Background: an optimization exercise with open tools, aiming at small area. Do not read the settings as production practice.
Only simulation tests tie the RTL to the original design; equivalence was not proved.
The flow treats the clock pin as an ideal source, which a real chip does not have.
Power and IR drop assume default switching activity.

Setup of oak:
==> flow/design.v <==
module top(
    input clk,
    input rst,
    input spi_miso,
    output uart_tx,
    output spi_clk,
    output spi_cs,
    output spi_mosi,
    output led_green,
    output led_blue
);
    reg [5:0] p;     
    reg [2:0] s;     
    reg [4:0] u;     
    localparam [5:0] P24 = 6'd48, P49 = 6'd9;    
    localparam [4:0] U12 = 5'd5,  U24 = 5'd20;   
    wire pt   = (p == P49);
    wire rise = pt & (s == 3'd3);               
    wire tick = (p == P24) & (u == U12);        
    wire oclk = s[2];                           
    always @(posedge clk) begin
        if (rst || pt)
            p <= 6'd0;
        else
            p <= {p[4:0], ~(p[5] ^ p[4])};
    end
    always @(posedge clk) begin
        if (rst) begin
            s <= 3'd0;
            u <= 5'd0;
        end else if (pt) begin
            s <= s + 3'd1;
            u <= (u == U24) ? 5'd0 : {u[3:0], ~(u[4] ^ u[2])};
        end
    end
    localparam PRE = 3'b000, INIT1 = 3'b100, INIT2 = 3'b101, GAP = 3'b001,
               READ1 = 3'b110, READ2 = 3'b111, UART = 3'b010;
    reg [2:0] sg;
    reg [4:0] j;
    reg       r1;    
    reg [3:0] b;     
    wire intr      = sg[2];                      
    wire uart      = (sg == UART);
    wire frame_end = tick & (b == 4'd15);
    wire jump      = rise && intr && j == 5'd17;
    wire advance   = (rise && j == 5'd31) ||
                     (jump && sg[0]) ||
                     (uart && frame_end && j == 5'd30);
    always @(posedge clk) begin
        if (rst) begin
            sg <= PRE;
            j <= 5'd30;
        end else begin
            if (jump) begin
                case (sg[1:0])
                    2'b00:   j <= r1 ? 5'd31 : 5'd21;    
                    2'b01:   j <= 5'd11;                 
                    2'b10:   j <= 5'd31;                 
                    default: j <= 5'd28;                 
                endcase
            end else if (uart ? frame_end : rise)
                j <= j + 5'd1;
            if (advance)
                case (sg)
                    PRE:     sg <= INIT1;
                    INIT1:   sg <= INIT2;
                    INIT2:   sg <= GAP;
                    GAP:     sg <= READ1;
                    READ1:   sg <= READ2;
                    READ2:   sg <= UART;
                    default: sg <= PRE;
                endcase
        end
    end
    always @(posedge clk) begin
        if (rst)
            r1 <= 1'b1;
        else if (frame_end && uart && j == 5'd28)
            r1 <= 1'b0;
    end
    wire clr = (sg == PRE) && (j == 5'd30);     
    function [15:0] frame(input [1:0] t);
        case (t)
            2'd0: frame = 16'h3101;
            2'd1: frame = 16'h2D08;
            2'd2: frame = 16'hB200;
            default: frame = 16'hB300;
        endcase
    endfunction
    wire [1:0] tr = sg[1:0];
    reg mosi;
    always @(posedge clk) begin
        if (rst)
            mosi <= 1'b0;
        else if (pt && s == 3'd7 && intr && j <= 5'd15)
            mosi <= frame(tr) >> (5'd15 - j);
    end
    assign spi_mosi = mosi;
    assign spi_cs   = ~(intr && j <= 5'd16);
    assign spi_clk  = ~(intr && j <= 5'd15 && !oclk);
    wire run = r1 | uart;
    always @(posedge clk) begin
        if (rst)
            b <= 4'd0;
        else if (tick) begin
            if (b == 4'd0)
                b <= run ? 4'd6 : 4'd0;
            else
                b <= b + 4'd1;
        end
    end
    reg  txd;            
    reg  nxt;            
    wire data_bit = r1 ? 1'b0 :
                    (j == 5'd28) ? (b[0] & ~b[2]) :      
                    txd;
    assign uart_tx = b[3] ? data_bit : (b != 4'd7);
    always @(posedge clk) begin
        if (tick)
            txd <= nxt;
    end
    reg  [12:0] d;       
    reg  [2:0]  r;       
    reg         pend;    
    reg         blue, green;
    wire bits = rise && j >= 5'd8 && j <= 5'd15;      
    wire rd1  = bits && sg == READ1 && j != 5'd15;    
    wire rd2  = bits && sg == READ2;                  
    wire rdq  = rd2 && j >= 5'd10;                    
    wire post = pt && sg == READ2 && j == 5'd16 && s != 3'd3;  
    wire       dvb = rd2 ? spi_miso : d[12];
    wire [3:0] r4  = {r, dvb};
    wire       qb  = (r4 >= 4'd5);
    wire [3:0] rn  = qb ? r4 - 4'd5 : r4;
    reg  [3:0] ck, cw;
    reg  [1:0] xs;       
    wire xrev  = (xs == 2'd2);
    wire start = (ck == 4'd0) && (cw == 4'd0);
    wire cend  = (cw == 4'd9);
    wire tend  = (ck == 4'd12) && cend;
    always @(posedge clk) begin
        if (rd1)
            d <= {d[11:0], spi_miso};
        else if (rdq || post)
            d <= {d[11:0], qb};
        else if (xrev && cend)
            d <= {d[12], d[12:1]};
    end
    always @(posedge clk) begin
        if (rd2 || post)
            r <= rn[2:0];
        else if (sg != READ2)
            r <= 3'd0;
    end
    always @(posedge clk) begin
        if (rd2 && j == 5'd8)
            pend <= spi_miso;
    end
    reg  [129:0] ring;
    wire rin = xrev ? (cend ? d[0] : ring[128]) : (ring[129] & ~clr);
    always @(posedge clk) begin
        ring <= {ring[128:0], rin};
    end
    always @(posedge clk) begin
        if (rst) begin
            ck <= 4'd0;
            cw <= 4'd0;
            xs <= 2'd0;
        end else begin
            cw <= cend ? 4'd0 : cw + 4'd1;
            if (cend)
                ck <= (ck == 4'd12) ? 4'd0 : ck + 4'd1;
            case (xs)
                2'd0: if (rise && sg == READ2 && j == 5'd16) xs <= 2'd1;
                2'd1: if (tend) xs <= 2'd2;
                2'd2: if (tend) xs <= 2'd3;
                default: xs <= 2'd0;
            endcase
        end
    end
    reg  [4:0] acc;
    always @(posedge clk) begin
        acc <= (cw == 4'd0 ? (ck == 4'd0 ? 5'd0 : {1'b0, acc[4:1]}) : acc) + {4'd0, rin};
    end
    wire [2:0] m   = b[2:0] + 3'd1;
    wire       hi  = (j == 5'd29);
    wire       top = hi && m[2];                       
    wire [3:0] tgt = top ? 4'd0 : {hi, m} + 4'd1;
    always @(posedge clk) begin
        if (cw == 4'd0 && ck == tgt)
            nxt <= top ? acc[m[1:0]] : acc[0];
    end
    reg  ge, gt;
    wire sbit = acc[0];
    always @(posedge clk) begin
        if (xrev && cw == 4'd0 && ck != 4'd0) begin
            case (ck)
                4'd1: begin ge <= 1'b0;       gt <= sbit;        end  
                4'd2: begin ge <= 1'b0;       gt <= gt | sbit;   end  
                4'd3, 4'd4, 4'd5:
                      begin ge <= ge | sbit;  gt <= gt & sbit;   end  
                4'd6: begin ge <= ge & sbit;  gt <= gt | sbit;   end  
                default:
                      begin ge <= ge | sbit;  gt <= gt & sbit;   end  
            endcase
        end else if (xs == 2'd3) begin
            ge <= ge | (acc[3:0] != 4'd0);
            gt <= gt & (acc[3:0] == 4'd15);
        end
    end
    always @(posedge clk) begin
        if (rst) begin
            blue <= 1'b0;
            green <= 1'b0;
        end else if (uart) begin
            blue <= pend;
            if (j == 5'd28 && p != 6'd0)
                green <= ge && !gt;
        end
    end
    assign led_blue  = blue;
    assign led_green = green;
endmodule
==> flow/config.mk <==
export PLATFORM = sky130hd
export DESIGN_NAME = top
export DESIGN_NICKNAME = top
export VERILOG_FILES = /design/flow/design.v
export SDC_FILE = /design/flow/constraint.sdc
export NUM_CORES = 4
export LEC_CHECK = 0
export CAP_MARGIN = 20
export CORE_MARGIN = 2
export CORE_UTILIZATION = 70
export SLEW_MARGIN = 20
==> flow/constraint.sdc <==
create_clock -name core_clock -period 30.0 [get_ports {clk}]
set_input_delay 6.0000 -clock core_clock [delete_from_list [all_inputs] [get_ports {clk}]]
set_output_delay 6.0000 -clock core_clock [all_outputs]
set_load 0.01 [all_outputs]
standard.sh (not shown) runs the stock make flow with config.mk's settings and CLKGATE_MAP_FILE= SYNTH_SCRIPT=/design/flow/synth_recipe.tcl, a recipe that flattens the netlist after the stock synthesis.
==> flow/flow/run.sh <==
#!/bin/bash
# Layout flow: the standard ORFS flow with these changes:
#  - synthesis maps the logic for area (flow/synth.tcl); registers unchanged,
#  - clock tree synthesis without dummy loads and with larger sink clusters,
#  - the smallest buffer on the ports,
#  - cells on paths with slack downsized after clock tree synthesis.
# Each tool's output goes to the ORFS logs under orfs/logs; make's own output
# goes to synth_make.log and flow_make.log in the work folder.
set -euo pipefail
work=$(pwd)
here=$(cd "$(dirname "$0")" && pwd)
export CTS_ARGS="-sink_clustering_enable -repair_clock_nets -dont_use_dummy_load -buf_list sky130_fd_sc_hd__clkbuf_8"
export BUFFER_PORTS_ARGS="-buffer_cell sky130_fd_sc_hd__buf_1"
export POST_CTS_TCL="$here/post_cts.tcl"
make -C "$FLOW_HOME" DESIGN_CONFIG="$work/config.mk" WORK_HOME="$work/orfs" \
  CLKGATE_MAP_FILE= SYNTH_SCRIPT="$here/synth.tcl" synth > synth_make.log 2>&1
bash standard.sh finish > flow_make.log 2>&1
==> flow/flow/post_cts.tcl <==
# Downsize cells wherever the timing slack allows, then legalize again.
estimate_parasitics -placement
repair_timing -recover_power 100
detailed_placement
check_placement -verbose
==> flow/flow/synth.tcl <==
# The standard synthesis (synth_recipe.tcl), with one change: the logic is
# mapped by ABC with an area-oriented script, and adders are left to ABC
# instead of being mapped to adder cells first.  Registers are untouched.
proc synth {args} { yosys synth -nofsm -noshare {*}$args }
proc abc {args} {
  set out {}
  set skip 0
  foreach a $args {
    if {$skip} { set skip 0; continue }
    if {[lsearch {-script -D -constr} $a] >= 0} { set skip 1; continue }
    lappend out $a
  }
  yosys abc {*}$out -script "+strash;dc2;dch,-f;map,-a;mfs2;strash;dch,-f;map,-a"
}
set ::env(ADDER_MAP_FILE) ""
source $::env(SCRIPTS_DIR)/synth.tcl
# left out here: clear keep_hierarchy, flatten, clean up, hide names made inside functions, write 1_2_yosys.v
The final layout from oak, which completed every stage, passed the timing, DRC and antenna checks at the end of the flow.
For pine, these inputs were changed with respect to oak:
diff --git a/flow/design.v b/flow/design.v
--- a/flow/design.v
+++ b/flow/design.v
@@ -10,18 +10,25 @@
     output led_blue
 );
-    reg [5:0] p;     
+    reg [3:0] pl;    
+    reg [2:0] ph;    
     reg [2:0] s;     
     reg [4:0] u;     
-    localparam [5:0] P24 = 6'd48, P49 = 6'd9;    
+    localparam [3:0] L4 = 4'd14, L9 = 4'd9;      
+    localparam [2:0] H2 = 3'd3,  H4 = 3'd5;      
     localparam [4:0] U12 = 5'd5,  U24 = 5'd20;   
-    wire pt   = (p == P49);
+    wire pl9  = (pl == L9);
+    wire pt   = (ph == H4) & pl9;                            
     wire rise = pt & (s == 3'd3);               
-    wire tick = (p == P24) & (u == U12);        
+    wire tick = (ph == H2) & (pl == L4) & (u == U12);        
     wire oclk = s[2];                           
     always @(posedge clk) begin
-        if (rst || pt)
-            p <= 6'd0;
-        else
-            p <= {p[4:0], ~(p[5] ^ p[4])};
+        if (rst) begin
+            pl <= 4'd0;
+            ph <= 3'd0;
+        end else begin
+            pl <= pl9 ? 4'd0 : {pl[2:0], ~(pl[3] ^ pl[2])};
+            if (pl9)
+                ph <= (ph == H4) ? 3'd0 : {ph[1:0], ~(ph[2] ^ ph[1])};
+        end
     end
     always @(posedge clk) begin
@@ -133,9 +140,9 @@
     wire       qb  = (r4 >= 4'd5);
     wire [3:0] rn  = qb ? r4 - 4'd5 : r4;
-    reg  [3:0] ck, cw;
+    reg  [3:0] ck;
+    wire [3:0] cw = pl;
     reg  [1:0] xs;       
     wire xrev  = (xs == 2'd2);
-    wire start = (ck == 4'd0) && (cw == 4'd0);
-    wire cend  = (cw == 4'd9);
+    wire cend  = pl9;
     wire tend  = (ck == 4'd12) && cend;
     always @(posedge clk) begin
@@ -165,8 +172,6 @@
         if (rst) begin
             ck <= 4'd0;
-            cw <= 4'd0;
             xs <= 2'd0;
         end else begin
-            cw <= cend ? 4'd0 : cw + 4'd1;
             if (cend)
                 ck <= (ck == 4'd12) ? 4'd0 : ck + 4'd1;
@@ -215,5 +220,5 @@
         end else if (uart) begin
             blue <= pend;
-            if (j == 5'd28 && p != 6'd0)
+            if (j == 5'd28 && (ph != 3'd0 || pl != 4'd0))
                 green <= ge && !gt;
         end
## What came out
- Sort oak and pine by cell count, ascending, and oak comes first.
- Relative to oak, total iterations of the first detailed-routing run has decreased by 1 in pine.
- The cell leakage power number comes out higher for oak vs pine.
- Changes observed in pine relative to oak: number of nets with antenna violations after detailed routing stayed essentially flat, worst setup slack fell 0.28 ns.
- When pine is set beside oak, its final period demand of the worst path turns out to be 0.28 ns larger.
- pine vs oak, global-route met2 utilization went up by 5.5 points.
- Diff oak -> pine | post-route clock period utilization | increase of 0.92 points
- Achievable frequency for pine: about 3.3% down relative to oak
- Compared to oak, pine has core utilization 0.22 points lower.
- oak → pine: part of the power in the clock network saw little to no change; sequential share of layout area saw a decrease.

-- port drivers added, routing unchanged --
In the flow no input, the clock included, has a driving cell. The finished layouts below were timed again as built, in two steps.
Step 1 (the two cells are an assumption about what drives the block):
set clk [get_ports {clk}]
set_driving_cell -lib_cell sky130_fd_sc_hd__clkbuf_16 $clk
set_driving_cell -lib_cell sky130_fd_sc_hd__buf_2 [delete_from_list [all_inputs] $clk]
Step 2 moves the port delays by t, midway between the first and last clock arrival at a register: inputs arrive t later, outputs are due t later. That takes back most of the time a late clock gives input paths.
Slacks: ideal / step 1 / step 2; pairs: ideal / step 1.
run	shift t [ns]	setup slack, ns	worst setup path at the end	latest minus earliest clock arrival (ns)	worst register clock-pin slew, ns
oak	0.467	21.991 / 21.959 / 22.159	input to register	0.035 / 0.035	0.10 / 0.10
pine	0.462	21.715 / 21.682 / 22.117	input to register	0.051 / 0.051	0.11 / 0.11
After both steps every run listed still meets setup and hold.
